This is an optimization exercise on Yosys and OpenROAD, whose aim is a short achievable clock period and few clock cycles, not a production implementation. Where RTL was checked, it was by simulation tests only, not by an equivalence proof against the original. Power figures rest on the tool's default switching activity, not on a simulated workload.

==> inputs of v12 <==
// mini_mips_test_design
module mini_mips_test_design(
    input clk,
    input reset,
    input [7:0] memdata,
    output memwrite,
    output [7:0] adr,
    output [7:0] writedata
);
    localparam E_R = 0, E_LB = 1, E_SB = 2, E_BEQ = 3, E_J = 4;
    localparam EW = 26;
    localparam S_ST = 0, S_B2 = 1, S_B1 = 2, S_B0 = 3, S_MEM = 4;
    reg  [4:0]    st;
    reg  [5:0]    pcw;           
    reg           la_ok;         
    reg           hit_q;
    reg  [EW-1:0] cur;           
    reg  [4:0]    mk;            
    reg  [7:0]    adr_q, wdata_q;
    reg           mw_q;
    reg           mem_lb;
    reg  [2:0]    mem_dest;
    assign adr = adr_q;
    assign writedata = wdata_q;
    assign memwrite = mw_q;
    wire       c_isR   = cur[0];
    wire       c_isLB  = cur[1];
    wire       c_isSB  = cur[2];
    wire       c_isBEQ = cur[3];
    wire       c_isJ   = cur[4];
    wire [2:0] c_rs    = cur[7:5];
    wire [2:0] c_rt    = cur[10:8];
    wire [2:0] c_dest  = cur[13:11];
    wire [2:0] c_aluop = cur[16:14];
    wire [7:0] c_imm   = cur[24:17];
    wire [5:0] c_tgt   = cur[22:17];
    wire       c_we    = cur[25];
    reg [7:0] rf [1:7];
    wire [7:0] ra = (c_rs == 3'd0) ? 8'd0 : rf[c_rs];
    wire [7:0] rb = (c_rt == 3'd0) ? 8'd0 : rf[c_rt];
    reg [EW-1:0] cdata [0:31];
    reg [31:0]   cvalid;
    reg [31:0]   ctag;
    wire [5:0]    pcw1 = pcw + 6'd1;
    wire [5:0]    addrB = la_ok ? c_tgt : pcw;
    wire [EW-1:0] entA = cdata[pcw1[4:0]];
    wire          hitA = cvalid[pcw1[4:0]] & (ctag[pcw1[4:0]] == pcw1[5]);
    wire [EW-1:0] entB = cdata[addrB[4:0]];
    wire          hitB = cvalid[addrB[4:0]] & (ctag[addrB[4:0]] == addrB[5]);
    function [2:0] dec_funct(input [5:0] f);
        case (f)
            6'b100010: dec_funct = 3'd1;   
            6'b100100: dec_funct = 3'd2;   
            6'b100101: dec_funct = 3'd3;   
            6'b101010: dec_funct = 3'd4;   
            default:   dec_funct = 3'd0;   
        endcase
    endfunction
    wire [2:0] aluop = st[S_B0] ? dec_funct(memdata[5:0]) : c_aluop;
    wire [7:0] sum  = ra + rb;
    wire [7:0] diff = ra - rb;
    reg  [7:0] alu;
    always @(*) begin
        case (aluop)
            3'd1:    alu = diff;
  ...
export LEC_CHECK = 0
export CAP_MARGIN = 20
export CORE_MARGIN = 2
export CORE_UTILIZATION = 40
export SLEW_MARGIN = 20
create_clock -name core_clock -period 5.0 [get_ports {clk}]
run.sh (not shown) runs the stock make flow with config.mk's settings and CLKGATE_MAP_FILE= SYNTH_SCRIPT=/design/flow/synth_recipe.tcl, a recipe that flattens the netlist after the stock synthesis.
==> inputs of v17, as changes to v12 <==
--- a/flow/design.v
+++ b/flow/design.v
@@ -418,143 +418,185 @@
     input clk,
     input reset,
     input [7:0] memdata,
     output memwrite,
     output [7:0] adr,
     output [7:0] writedata
 );
+    localparam IB = 4;               
+    localparam NE = 1 << IB;         
+    localparam TB = 6 - IB;          
     localparam E_R = 0, E_LB = 1, E_SB = 2, E_BEQ = 3, E_J = 4;
-    localparam EW = 26;
+    localparam EW = 30;
     localparam S_ST = 0, S_B2 = 1, S_B1 = 2, S_B0 = 3, S_MEM = 4;
     reg  [4:0]    st;
     reg  [5:0]    pcw;           
+    reg  [5:0]    pcw1;          
     reg           la_ok;         
     reg           hit_q;
     reg  [EW-1:0] cur;           
     reg  [4:0]    mk;            
     reg  [7:0]    adr_q, wdata_q;
     reg           mw_q;
     reg           mem_lb;
     reg  [2:0]    mem_dest;
+    reg           mis_q;         
+    reg  [EW-1:0] alt_ent;       
+    reg           alt_hit;
+    reg  [5:0]    alt_pc, alt_pc1;
     assign adr = adr_q;
     assign writedata = wdata_q;
     assign memwrite = mw_q;
     wire       c_isR   = cur[0];
     wire       c_isLB  = cur[1];
     wire       c_isSB  = cur[2];
     wire       c_isBEQ = cur[3];
     wire       c_isJ   = cur[4];
     wire [2:0] c_rs    = cur[7:5];
     wire [2:0] c_rt    = cur[10:8];
     wire [2:0] c_dest  = cur[13:11];
-    wire [2:0] c_aluop = cur[16:14];
-    wire [7:0] c_imm   = cur[24:17];
-    wire [5:0] c_tgt   = cur[22:17];
-    wire       c_we    = cur[25];
+    wire [4:0] c_aluop = cur[18:14];     
+    wire [7:0] c_imm   = cur[26:19];
+    wire [5:0] c_tgt   = cur[24:19];
+    wire       c_we    = cur[27];
+    wire       c_ptk   = cur[28];        
+    wire       c_mem   = cur[29];        
     reg [7:0] rf [1:7];
     wire [7:0] ra = (c_rs == 3'd0) ? 8'd0 : rf[c_rs];
     wire [7:0] rb = (c_rt == 3'd0) ? 8'd0 : rf[c_rt];
-    reg [EW-1:0] cdata [0:31];
-    reg [31:0]   cvalid;
-    reg [31:0]   ctag;
-    wire [5:0]    pcw1 = pcw + 6'd1;
-    wire [5:0]    addrB = la_ok ? c_tgt : pcw;
-    wire [EW-1:0] entA = cdata[pcw1[4:0]];
-    wire          hitA = cvalid[pcw1[4:0]] & (ctag[pcw1[4:0]] == pcw1[5]);
-    wire [EW-1:0] entB = cdata[addrB[4:0]];
-    wire          hitB = cvalid[addrB[4:0]] & (ctag[addrB[4:0]] == addrB[5]);
-    function [2:0] dec_funct(input [5:0] f);
+    reg [EW-1:0] cdata [0:NE-1];
+    reg [NE-1:0] cvalid;
+    reg [TB-1:0] ctag [0:NE-1];
+    wire [5:0] pcw2 = pcw1 + 6'd1;
+    wire [5:0] tgt1 = c_tgt + 6'd1;
+    wire [5:0] addrB = c_tgt;            
+    reg  [EW-1:0] entA, entB;
+    reg           hitA, hitB;
+    integer k;
+    always @(*) begin
+        entA = {EW{1'b0}};
+        entB = {EW{1'b0}};
+        hitA = 1'b0;
+        hitB = 1'b0;
+        for (k = 0; k < NE; k = k + 1) begin
+            entA = entA | (cdata[k] & {EW{pcw1[IB-1:0] == k}});
+            entB = entB | (cdata[k] & {EW{addrB[IB-1:0] == k}});
+            hitA = hitA | (cvalid[k] & (ctag[k] == pcw1[5:IB]) & (pcw1[IB-1:0] == k));
+            hitB = hitB | (cvalid[k] & (ctag[k] == addrB[5:IB]) & (addrB[IB-1:0] == k));
+        end
+    end
+    function [4:0] dec_funct(input [5:0] f);
         case (f)
-            6'b100010: dec_funct = 3'd1;   
-            6'b100100: dec_funct = 3'd2;   
-            6'b100101: dec_funct = 3'd3;   
-            6'b101010: dec_funct = 3'd4;   
-            default:   dec_funct = 3'd0;   
+            6'b100010: dec_funct = 5'b00010;   
+            6'b100100: dec_funct = 5'b00100;   
+            6'b100101: dec_funct = 5'b01000;   
+            6'b101010: dec_funct = 5'b10000;   
+            default:   dec_funct = 5'b00001;   
         endcase
     endfunction
-    wire [2:0] aluop = st[S_B0] ? dec_funct(memdata[5:0]) : c_aluop;
+    wire [4:0] aluop = st[S_B0] ? dec_funct(memdata[5:0]) : c_aluop;
     wire [7:0] sum  = ra + rb;
     wire [7:0] diff = ra - rb;
-    reg  [7:0] alu;
-    always @(*) begin
-        case (aluop)
-            3'd1:    alu = diff;
-            3'd2:    alu = ra & rb;
-            3'd3:    alu = ra | rb;
-            3'd4:    alu = {7'd0, diff[7]};
-            default: alu = sum;
-        endcase
-    end
+    wire [7:0] alu  = ({8{aluop[0]}} & sum)
+                    | ({8{aluop[1]}} & diff)
+                    | ({8{aluop[2]}} & (ra & rb))
+                    | ({8{aluop[3]}} & (ra | rb))
+                    | ({8{aluop[4]}} & {7'd0, diff[7]});
     wire eq = (ra == rb);
-    wire X   = st[S_ST] & la_ok & hit_q;           
-    wire LK  = st[S_ST] & ~la_ok & hitB;           
-    wire DEC = st[S_ST] & ~(la_ok & hit_q) & ~LK;  
+    wire ST  = st[S_ST] & ~mis_q;
+    wire X   = ST & la_ok & hit_q;               
+    wire LK  = ST & ~la_ok & hitB;               
+    wire DEC = ST & ~(la_ok & hit_q) & ~LK;      
     wire [5:0] op = memdata[7:2];
     wire op_R   = (op == 6'b000000);
     wire op_LB  = (op == 6'b100000);
     wire op_SB  = (op == 6'b101000);
     wire op_BEQ = (op == 6'b000010);
     wire op_J   = (op == 6'b001000);
     wire wr_alu = (X & c_isR & c_we) | (st[S_B0] & mk[E_R] & (c_dest != 3'd0));
     wire wr_mem = st[S_MEM] & mem_lb & (mem_dest != 3'd0);
-    wire [7:0] b0_imm = mk[E_BEQ] ? {2'b00, pcw1 + memdata[5:0]} :
+    wire [5:0] b0_bt  = pcw1 + memdata[5:0];
+    wire [5:0] b0_bt1 = pcw2 + memdata[5:0];
+    wire [5:0] b0_jt1 = memdata[5:0] + 6'd1;
+    wire [7:0] b0_imm = mk[E_BEQ] ? {2'b00, b0_bt} :
                         mk[E_J]   ? {2'b00, memdata[5:0]} : memdata;
     wire       b0_we  = (mk[E_R] | mk[E_LB]) & (c_dest != 3'd0);
-    wire [EW-1:0] b0_ent = {b0_we, b0_imm, dec_funct(memdata[5:0]), c_dest, c_rt, c_rs, mk};
+    wire       b0_ptk = mk[E_J] | (mk[E_BEQ] & (c_rs == c_rt));
+    wire [EW-1:0] b0_ent = {mk[E_LB] | mk[E_SB], b0_ptk, b0_we, b0_imm,
+                            dec_funct(memdata[5:0]), c_dest, c_rt, c_rs, mk};
     integer i;
     always @(posedge clk) begin
         if (reset) begin
             for (i = 1; i < 8; i = i + 1) rf[i] <= 8'd0;
         end else if (wr_mem) begin
             rf[mem_dest] <= memdata;
         end else if (wr_alu) begin
             rf[c_dest] <= alu;
         end
     end
     always @(posedge clk) begin
         if (reset) begin
-            cvalid <= 32'd0;
+            cvalid <= {NE{1'b0}};
         end else if (st[S_B0]) begin
-            cvalid[pcw[4:0]] <= 1'b1;
-            ctag[pcw[4:0]]   <= pcw[5];
-            cdata[pcw[4:0]]  <= b0_ent;
+            cvalid[pcw[IB-1:0]] <= 1'b1;
+            ctag[pcw[IB-1:0]]   <= pcw[5:IB];
+            cdata[pcw[IB-1:0]]  <= b0_ent;
         end
     end
+    always @(posedge clk) begin
+        alt_ent <= entB;
+        alt_hit <= hitB;
+        alt_pc  <= c_tgt;
+        alt_pc1 <= tgt1;
+    end
     reg       take;
     reg [5:0] npc;
     always @(posedge clk) begin
         if (reset) begin
             st     <= 5'b00001;
             pcw    <= 6'd0;
+            pcw1   <= 6'd1;
+            cur[24:19] <= 6'd0;
             la_ok  <= 1'b0;
             hit_q  <= 1'b0;
             adr_q  <= 8'h03;
             mw_q   <= 1'b0;
             mem_lb <= 1'b0;
+            mis_q  <= 1'b0;
         end else begin
-            mw_q <= 1'b0;
-            if (X) begin
-                if (c_isLB | c_isSB) begin
+            mw_q  <= 1'b0;
+            mis_q <= 1'b0;
+            if (mis_q) begin
+                pcw   <= alt_pc;
+                pcw1  <= alt_pc1;
+                adr_q <= {alt_pc, 2'b11};
+                cur   <= alt_ent;
+                hit_q <= alt_hit;
+                la_ok <= 1'b1;
+            end else if (X) begin
+                if (c_mem) begin
                     adr_q    <= ra + c_imm;
                     wdata_q  <= rb;
                     mw_q     <= c_isSB;
                     mem_lb   <= c_isLB;
                     mem_dest <= c_dest;
                     st       <= 5'b10000;
                     pcw      <= pcw1;
+                    pcw1     <= pcw2;
                     cur      <= entA;
                     hit_q    <= hitA;
                     la_ok    <= 1'b1;
                 end else begin
-                    take = c_isJ | (c_isBEQ & eq);
-                    npc  = take ? c_tgt : pcw1;
+                    mis_q <= c_isBEQ & ~c_ptk & eq;
+                    npc   = c_ptk ? c_tgt : pcw1;
                     pcw   <= npc;
+                    pcw1  <= c_ptk ? tgt1 : pcw2;
                     adr_q <= {npc, 2'b11};
-                    cur   <= take ? entB : entA;
-                    hit_q <= take ? hitB : hitA;
+                    cur   <= c_ptk ? entB : entA;
+                    hit_q <= c_ptk ? hitB : hitA;
                     la_ok <= 1'b1;
                 end
             end else if (LK) begin
                 cur   <= entB;
                 hit_q <= 1'b1;
                 la_ok <= 1'b1;
             end else if (DEC) begin
@@ -563,14 +605,15 @@
                     st    <= 5'b01000;
                     adr_q <= {pcw, 2'b00};
                 end else if (op_R | op_LB | op_SB | op_BEQ) begin
                     st    <= 5'b00010;
                     adr_q <= {pcw, 2'b10};
                 end else begin
                     pcw   <= pcw1;
+                    pcw1  <= pcw2;
                     adr_q <= {pcw1, 2'b11};
                     cur   <= entA;
                     hit_q <= hitA;
                     la_ok <= 1'b1;
                 end
             end else if (st[S_B2]) begin
                 cur[7:5]   <= memdata[7:5];
@@ -592,27 +635,33 @@
                     adr_q    <= ra + memdata;
                     wdata_q  <= rb;
                     mw_q     <= mk[E_SB];
                     mem_lb   <= mk[E_LB];
                     mem_dest <= c_dest;
                     st       <= 5'b10000;
                     pcw      <= pcw1;
+                    pcw1     <= pcw2;
                     cur      <= entA;
                     hit_q    <= hitA;
                     la_ok    <= 1'b1;
                 end else begin
                     take = mk[E_J] | (mk[E_BEQ] & eq);
-                    npc  = mk[E_J] ? memdata[5:0] : (take ? b0_imm[5:0] : pcw1);
+                    npc  = mk[E_J] ? memdata[5:0] : (take ? b0_bt : pcw1);
                     st    <= 5'b00001;
                     pcw   <= npc;
+                    pcw1  <= mk[E_J] ? b0_jt1 : (take ? b0_bt1 : pcw2);
                     adr_q <= {npc, 2'b11};
-                    cur   <= entA;
-                    hit_q <= hitA;
+                    if (take) begin
+                        cur[24:19] <= npc;
+                    end else begin
+                        cur   <= entA;
+                        hit_q <= hitA;
+                    end
                     la_ok <= ~take;
                 end
-            end else begin  
+            end else if (st[S_MEM]) begin
                 st    <= 5'b00001;
                 adr_q <= {pcw, 2'b11};
             end
         end
     end
 endmodule
Settings changed: ABC_CLOCK_PERIOD_IN_PS set to 2000, CORE_UTILIZATION 40 to 50, SETUP_SLACK_MARGIN set to 2.6.
==> inputs of v25, as changes to v12 <==
Settings changed: ABC_CLOCK_PERIOD_IN_PS set to 2500, SETUP_SLACK_MARGIN set to 2.2.
==> results.txt <==
- In synthesized area, v25 and v12 do not differ.
- Clock skew, lowest first: v12, v17, v25.
- Wire length: v25 > v12 > v17.
- The lowest non-clock buffer count belongs to v12, the highest to v17.
- Combinational power: v12 is larger than v17 (42%).
- The highest global-route usage belongs to v17, the lowest to v12.
- Flip-flop and latch count is the same in v25 and v12.
- In v12 the via count is lower than in v25, by 3.7%.
Testbench counts of v12, summed over its fixed seeds: cycles 26,275.
Testbench counts of v25, summed over its fixed seeds: cycles 26,275.
For v17, only the layout was checked, not whether the RTL still works.

[static timing again, ports no longer ideal]
No port has a modelled driver above. Below, the same layouts with a new extraction and two added sets of constraints.
Step 1: set_driving_cell puts a clkbuf_16 on clk and a buf_2 on each other input, an assumption about the parent block.
Step 2 times the ports against the registers' clock, not the clock port: input delays grow and output delays shrink by t, the midpoint of the rising clock arrivals with the driver on.
Slacks: no drivers / after step 1 / after step 2; pairs: no drivers / after step 1.
run | shift t [ns] | setup WS [ns] | worst setup path at the end | clock arrival spread, ns | worst slew at a driven data input, ns
v12 | 0.792 | 0.385 / 0.385 / 0.385 | register to register | 0.034 / 0.034 | 0.11
v17 | 0.700 | 1.387 / 1.387 / 1.193 | input to register | 0.035 / 0.036 | 0.07
v25 | 0.794 | 1.131 / 1.131 / 0.774 | input to register | 0.054 / 0.055 | 0.04
After both steps setup and hold are still met in every run listed. The setup slack of v25, which loses most, moves by 0.000 ns with the drivers and by -0.357 ns with both steps.
